This design comes from an exercise in tuning for small area on the open sky130 flow, not from production work.
In this exercise RTL edits were held to simulation tests only and were not proved equivalent to the original.
Power is estimated from default activity; no workload was simulated.

==> inputs of 03-09 <==
==> flow/design.v <==
`timescale 1ns/1ps
module router_aomux(input [7:0] sel, input [63:0] d, output [7:0] y);
  genvar b;
  generate for (b = 0; b < 8; b = b + 1) begin : g_bit
    assign y[b] = (sel[0] & d[b])      | (sel[1] & d[8+b])  |
                  (sel[2] & d[16+b])   | (sel[3] & d[24+b]) |
                  (sel[4] & d[32+b])   | (sel[5] & d[40+b]) |
                  (sel[6] & d[48+b])   | (sel[7] & d[56+b]);
  end endgenerate
endmodule
module router_fifo(
  input        clock, input resetn,
  input        push_req, input read_enb, input [7:0] data_in,
  output [7:0] data_out, output vld
);
  reg [7:0] q[0:7];
  reg [3:0] s;
  assign vld = s[3];
  wire full = (s == 4'b1000);
  wire push = push_req && !full;
  wire pop  = read_enb && vld;
  wire [7:0] sel;
  genvar k;
  generate for (k = 0; k < 8; k = k + 1) begin : g_sel
    assign sel[k] = vld && (s[2:0] == ~k[2:0]);
  end endgenerate
  router_aomux mux(.sel(sel),
    .d({q[7], q[6], q[5], q[4], q[3], q[2], q[1], q[0]}), .y(data_out));
  integer i;
  always @(posedge clock) begin
    if (push) begin
      q[0] <= data_in;
      for (i = 1; i < 8; i = i + 1) q[i] <= q[i-1];
    end
  end
  always @(posedge clock or negedge resetn) begin
    if (!resetn) s <= 4'd0;
    else s <= s - {3'b0, push} + {3'b0, pop};
  end
endmodule
module router(
  input         clock, input resetn,
  input         pkt_valid, input [7:0] data_in,
  input         read_enb_0, input read_enb_1, input read_enb_2,
  output [7:0]  data_out_0, output [7:0] data_out_1, output [7:0] data_out_2,
  output        vld_out_0,  output vld_out_1,  output vld_out_2,
  output        err, output busy
);
  reg       in_pkt, err_r;
  reg [1:0] dest;
  reg [5:0] remaining;
  reg [7:0] parity_acc;
  assign busy = in_pkt;
  assign err  = err_r;
  wire [7:0] px = parity_acc ^ data_in;
  wire store = in_pkt && pkt_valid && (remaining != 6'd0);
  always @(posedge clock) begin
    parity_acc <= in_pkt ? px : data_in;
    remaining  <= in_pkt ? (remaining - {5'b0, remaining != 6'd0}) : data_in[7:2];
    if (!in_pkt) dest <= data_in[1:0];
  end
  always @(posedge clock or negedge resetn) begin
    if (!resetn) begin
      in_pkt <= 1'b0; err_r <= 1'b0;
    end else begin
      in_pkt <= in_pkt ? pkt_valid : pkt_valid;
      err_r  <= in_pkt && !pkt_valid && (px != 8'h00);
    end
  end
  router_fifo f0(.clock(clock), .resetn(resetn), .push_req(store && dest == 2'd0),
    .read_enb(read_enb_0), .data_in(data_in), .data_out(data_out_0), .vld(vld_out_0));
  router_fifo f1(.clock(clock), .resetn(resetn), .push_req(store && dest == 2'd1),
    .read_enb(read_enb_1), .data_in(data_in), .data_out(data_out_1), .vld(vld_out_1));
  router_fifo f2(.clock(clock), .resetn(resetn), .push_req(store && dest[1]),
    .read_enb(read_enb_2), .data_in(data_in), .data_out(data_out_2), .vld(vld_out_2));
endmodule
==> flow/flow/run.sh <==
#!/bin/bash
# ORFS layout through the standard.sh, with three changes:
#  - synthesis maps logic with an area-oriented ABC script (flow/abc_area.script);
#    flip-flop mapping, flattening and naming are untouched, so the registers are
#    exactly the standard synthesis's;
#  - port buffers use the smallest buffer cell;
#  - a lean clock tree: fewer, mid-size clock buffers and no dummy loads.
set -euo pipefail
here=$(pwd)
rm -rf "$here/scripts_area"
cp -r "$FLOW_HOME/scripts" "$here/scripts_area"
cp "$here/flow/abc_area.script" "$here/scripts_area/abc_speed.script"
bash standard.sh SCRIPTS_DIR="$here/scripts_area" synth > synth.log 2>&1
export BUFFER_PORTS_ARGS="-buffer_cell sky130_fd_sc_hd__buf_1"
export CTS_ARGS="-sink_clustering_enable -repair_clock_nets -dont_use_dummy_load -buf_list sky130_fd_sc_hd__clkbuf_8 -sink_clustering_size 18 -sink_clustering_max_diameter 100"
bash standard.sh > standard.log 2>&1
==> flow/flow/abc_area.script <==
strash
dch -f
map -a
topo
==> flow/standard.sh <==
#!/bin/bash
# synth_recipe.tcl (not shown) runs the flow's synth.tcl, then flattens the netlist and writes it again
# the make line also repeats each setting of config.mk as NAME=value (left out here)
make -C /OpenROAD-flow-scripts/flow DESIGN_CONFIG=/design/flow/config.mk WORK_HOME=/design/flow/orfs CLKGATE_MAP_FILE= SYNTH_SCRIPT=/design/flow/synth_recipe.tcl "${@:-finish}"
==> flow/config.mk <==
export PLATFORM = sky130hd
export DESIGN_NAME = router
export DESIGN_NICKNAME = router
export VERILOG_FILES = /design/flow/design.v
export SDC_FILE = /design/flow/constraint.sdc
export NUM_CORES = 4
export LEC_CHECK = 0
export CAP_MARGIN = 0
export CORE_MARGIN = 2
export CORE_UTILIZATION = 80
export PLACE_DENSITY = 0.85
export SLEW_MARGIN = 0
export SYNTH_HIERARCHICAL = 1
export SYNTH_MINIMUM_KEEP_SIZE = 0
==> flow/constraint.sdc <==
create_clock -name core_clock -period 3.2 [get_ports {clock}]
set_input_delay 0.6400 -clock core_clock [delete_from_list [all_inputs] [get_ports {clock}]]
set_output_delay 0.6400 -clock core_clock [all_outputs]
set_load 0.01 [all_outputs]
==> 04-26: changes against 03-09 <==
--- a/flow/design.v
+++ b/flow/design.v
@@ -1,12 +1,3 @@
 `timescale 1ns/1ps
-module router_aomux(input [7:0] sel, input [63:0] d, output [7:0] y);
-  genvar b;
-  generate for (b = 0; b < 8; b = b + 1) begin : g_bit
-    assign y[b] = (sel[0] & d[b])      | (sel[1] & d[8+b])  |
-                  (sel[2] & d[16+b])   | (sel[3] & d[24+b]) |
-                  (sel[4] & d[32+b])   | (sel[5] & d[40+b]) |
-                  (sel[6] & d[48+b])   | (sel[7] & d[56+b]);
-  end endgenerate
-endmodule
 module router_fifo(
   input        clock, input resetn,
@@ -20,11 +11,6 @@
   wire push = push_req && !full;
   wire pop  = read_enb && vld;
-  wire [7:0] sel;
-  genvar k;
-  generate for (k = 0; k < 8; k = k + 1) begin : g_sel
-    assign sel[k] = vld && (s[2:0] == ~k[2:0]);
-  end endgenerate
-  router_aomux mux(.sel(sel),
-    .d({q[7], q[6], q[5], q[4], q[3], q[2], q[1], q[0]}), .y(data_out));
+  wire [2:0] idx = ~s[2:0];
+  assign data_out = vld ? q[idx] : 8'h00;
   integer i;
   always @(posedge clock) begin
==> flow/run.sh (new file) <==
#!/bin/bash
# synth_recipe.tcl (not shown) runs the flow's synth.tcl, then flattens the netlist and writes it again
# the make line also repeats each setting of config.mk as NAME=value (left out here)
make -C /OpenROAD-flow-scripts/flow DESIGN_CONFIG=/design/flow/config.mk WORK_HOME=/design/flow/orfs CLKGATE_MAP_FILE= SYNTH_SCRIPT=/design/flow/synth_recipe.tcl finish
- CAP_MARGIN: 0 -> 20
- CORE_UTILIZATION: 80 -> 40
- PLACE_DENSITY: 0.85 -> default
- SLEW_MARGIN: 0 -> 20
- SYNTH_HIERARCHICAL: 1 -> default
- SYNTH_MINIMUM_KEEP_SIZE: 0 -> default
removed: flow/flow/run.sh
removed: flow/flow/abc_area.script
removed: flow/standard.sh
==> 07-27: changes against 03-09 <==
==> flow/design.v (replaced) <==
`timescale 1ns/1ps
module router(
  input         clock, input resetn,
  input         pkt_valid, input [7:0] data_in,
  input         read_enb_0, input read_enb_1, input read_enb_2,
  output [7:0]  data_out_0, output [7:0] data_out_1, output [7:0] data_out_2,
  output        vld_out_0,  output vld_out_1,  output vld_out_2,
  output        err, output busy
);
  reg [7:0] q0[0:7], q1[0:7], q2[0:7];
  reg [2:0] w0,r0, w1,r1, w2,r2;
  reg [3:0] c0,c1,c2;
  reg [1:0] dest; reg [5:0] remaining;
  reg in_pkt; reg [7:0] parity_acc; reg err_r; reg busy_r;
  assign err=err_r; assign busy=busy_r;
  wire v0 = (c0!=0), v1 = (c1!=0), v2 = (c2!=0);
  assign vld_out_0=v0; assign vld_out_1=v1; assign vld_out_2=v2;
  assign data_out_0 = v0 ? q0[r0] : 8'h00;
  assign data_out_1 = v1 ? q1[r1] : 8'h00;
  assign data_out_2 = v2 ? q2[r2] : 8'h00;
  wire pop0 = read_enb_0 && v0;
  wire pop1 = read_enb_1 && v1;
  wire pop2 = read_enb_2 && v2;
  wire store = in_pkt && pkt_valid && (remaining != 0);
  wire push0 = store && (dest == 2'd0) && (c0 != 4'd8);
  wire push1 = store && (dest == 2'd1) && (c1 != 4'd8);
  wire push2 = store && (dest[1])      && (c2 != 4'd8);
  always @(posedge clock) begin
    if(push0) q0[w0] <= data_in;
    if(push1) q1[w1] <= data_in;
    if(push2) q2[w2] <= data_in;
  end
  always @(posedge clock or negedge resetn) begin
    if(!resetn) begin
      w0<=0;w1<=0;w2<=0; r0<=0;r1<=0;r2<=0; c0<=0;c1<=0;c2<=0;
    end else begin
      if(pop0) r0<=r0+1'b1;
      if(pop1) r1<=r1+1'b1;
      if(pop2) r2<=r2+1'b1;
      if(push0) w0<=w0+1'b1;
      if(push1) w1<=w1+1'b1;
      if(push2) w2<=w2+1'b1;
      c0 <= c0 + {3'b0,push0} - {3'b0,pop0};
      c1 <= c1 + {3'b0,push1} - {3'b0,pop1};
      c2 <= c2 + {3'b0,push2} - {3'b0,pop2};
    end
  end
  always @(posedge clock) begin
    if(!in_pkt && pkt_valid) dest <= data_in[1:0];
  end
  always @(posedge clock or negedge resetn) begin
    if(!resetn) begin
      in_pkt<=1'b0; remaining<=6'd0; parity_acc<=8'h00; err_r<=1'b0; busy_r<=1'b0;
    end else begin
      err_r<=1'b0;
      if(!in_pkt && pkt_valid) begin
        remaining <= data_in[7:2];
        parity_acc <= data_in;
        in_pkt <= 1'b1;
        busy_r <= 1'b1;
      end else if(in_pkt) begin
        if(pkt_valid) begin
          parity_acc <= parity_acc ^ data_in;
          if(remaining != 0) remaining <= remaining - 1'b1;
        end else begin
          err_r <= (parity_acc != data_in);
          in_pkt <= 1'b0;
          busy_r <= 1'b0;
        end
      end
    end
  end
endmodule
==> flow/run.sh (new file) <==
#!/bin/bash
# synth_recipe.tcl (not shown) runs the flow's synth.tcl, then flattens the netlist and writes it again
# the make line also repeats each setting of config.mk as NAME=value (left out here)
make -C /OpenROAD-flow-scripts/flow DESIGN_CONFIG=/design/flow/config.mk WORK_HOME=/design/flow/orfs CLKGATE_MAP_FILE= SYNTH_SCRIPT=/design/flow/synth_recipe.tcl finish
- CAP_MARGIN: 0 -> 20
- CORE_UTILIZATION: 80 -> 40
- PLACE_DENSITY: 0.85 -> default
- SLEW_MARGIN: 0 -> 20
- SYNTH_HIERARCHICAL: 1 -> default
- SYNTH_MINIMUM_KEEP_SIZE: 0 -> default
removed: flow/flow/run.sh
removed: flow/flow/abc_area.script
removed: flow/standard.sh
==> 07-20: changes against 03-09 <==
==> flow/flow/run.sh (replaced) <==
#!/bin/bash
# Standard ORFS layout with a leaner clock tree and small port buffers.
export BUFFER_PORTS_ARGS="-buffer_cell sky130_fd_sc_hd__buf_1"
export CTS_ARGS="-sink_clustering_enable -repair_clock_nets -dont_use_dummy_load -buf_list sky130_fd_sc_hd__clkbuf_8 -sink_clustering_size 18 -sink_clustering_max_diameter 100"
bash standard.sh > standard.log 2>&1
- CAP_MARGIN: 0 -> 20
- CORE_UTILIZATION: 80 -> 60
- PLACE_DENSITY: 0.85 -> 0.7
- SLEW_MARGIN: 0 -> 20
removed: flow/flow/abc_area.script
==> notes <==
Against 03-09, the combinational power of 07-27 is larger by about 100%.
First-iteration DRC count: 07-20 < 07-27 < 04-26 < 03-09.
Of 07-27 and 04-26, 04-26 has the higher register-to-register slack (gap 0.51 ns).
The lowest sequential share of layout area belongs to 07-27, the highest to 03-09.
Flip-flop and latch count is the same in 04-26 and 07-20.
Against 04-26, the die area of 07-20 is smaller by about 36%.
The lowest synthesized area belongs to 03-09, the highest to 07-27.
Synthesized cell count: 07-20 is lower than 04-26 (about 11%).
==> figures <==
Share of cell area taken by flip-flops and latches: 07-20 0.706; 07-27 0.563; 04-26 0.583; 03-09 0.725
RSZ-0062 raised after global routing: 07-20 false; 07-27 false; 04-26 false; 03-09 true
Power share of the sequential group: 07-20 0.533; 07-27 0.387; 04-26 0.355; 03-09 0.534
Worst-case vdd ir drop: 07-20 0.000535 V; 07-27 0.000665 V; 04-26 0.000397 V; 03-09 0.000624 V
Insertion delay of the later-clocked pin in the worst-skew pair: 07-20 0.51 ns; 07-27 0.54 ns; 04-26 0.51 ns; 03-09 0.49 ns
Via count of the first global-routing pass: 07-20 4580; 07-27 6212; 04-26 5188; 03-09 4711
Xor/xnor share of the synthesized area: 07-20 0.0254; 07-27 0.0216; 04-26 0.0240; 03-09 0.0159
Layout filler cell count: 07-20 961; 07-27 2208; 04-26 1880; 03-09 443
Final WS setup: 07-20 0.241 ns; 07-27 0.130 ns; 04-26 0.108 ns; 03-09 0.0650 ns
Data arrival, critical path: 07-20 2.32 ns; 07-27 2.43 ns; 04-26 2.45 ns; 03-09 2.49 ns
Setup slack, reg-to-reg: 07-20 0.71 ns; 07-27 0.30 ns; 04-26 0.81 ns; 03-09 0.79 ns
Fraction of final layout cells sized beyond drive strength 1: 07-20 0.0961; 07-27 0.147; 04-26 0.193; 03-09 0.0639
Wire length on met3: 07-20 797 um; 07-27 761 um; 04-26 844 um; 03-09 1470 um
Sequential cell area in the final layout: 07-20 0.00646 mm^2; 07-27 0.00700 mm^2; 04-26 0.00646 mm^2; 03-09 0.00646 mm^2
Via count: 07-20 4571; 07-27 5951; 04-26 5074; 03-09 4811
Run status: 07-20 finished clean; 07-27 finished clean; 04-26 finished clean; 03-09 finished clean
Worst slew slack as a fraction of its limit: 07-20 0.397; 07-27 0.365; 04-26 0.395; 03-09 0.426

## what the ideal ports hide
The results above use ideal ports. As a check the final layouts listed here were re-extracted and re-timed, cells and wires unchanged.
Step 1 (the two cells are an assumption about what drives the block):
set clk [get_ports {clock}]
set_driving_cell -lib_cell sky130_fd_sc_hd__clkbuf_16 $clk
set_driving_cell -lib_cell sky130_fd_sc_hd__buf_2 [delete_from_list [all_inputs] $clk]
Step 2 also shifts input and output timing later by t, the mid clock arrival at the registers, as if the neighbouring blocks saw the same clock.
Slacks: ideal / step 1 / step 2; pairs: ideal / step 1.
run | shift t [ns] | slack for setup (ns) | worst setup path at the end | worst register clock-pin slew, ns
03-09 | 0.500 | 0.065 / 0.030 / 0.530 | register to output | 0.11 / 0.11
04-26 | 0.548 | 0.108 / 0.063 / 0.269 | input to register | 0.06 / 0.06
07-27 | 0.574 | 0.130 / 0.085 / 0.134 | input to register | 0.06 / 0.06
07-20 | 0.520 | 0.241 / 0.203 / 0.708 | input to register | 0.11 / 0.11
After both steps setup and hold are still met in every run listed.
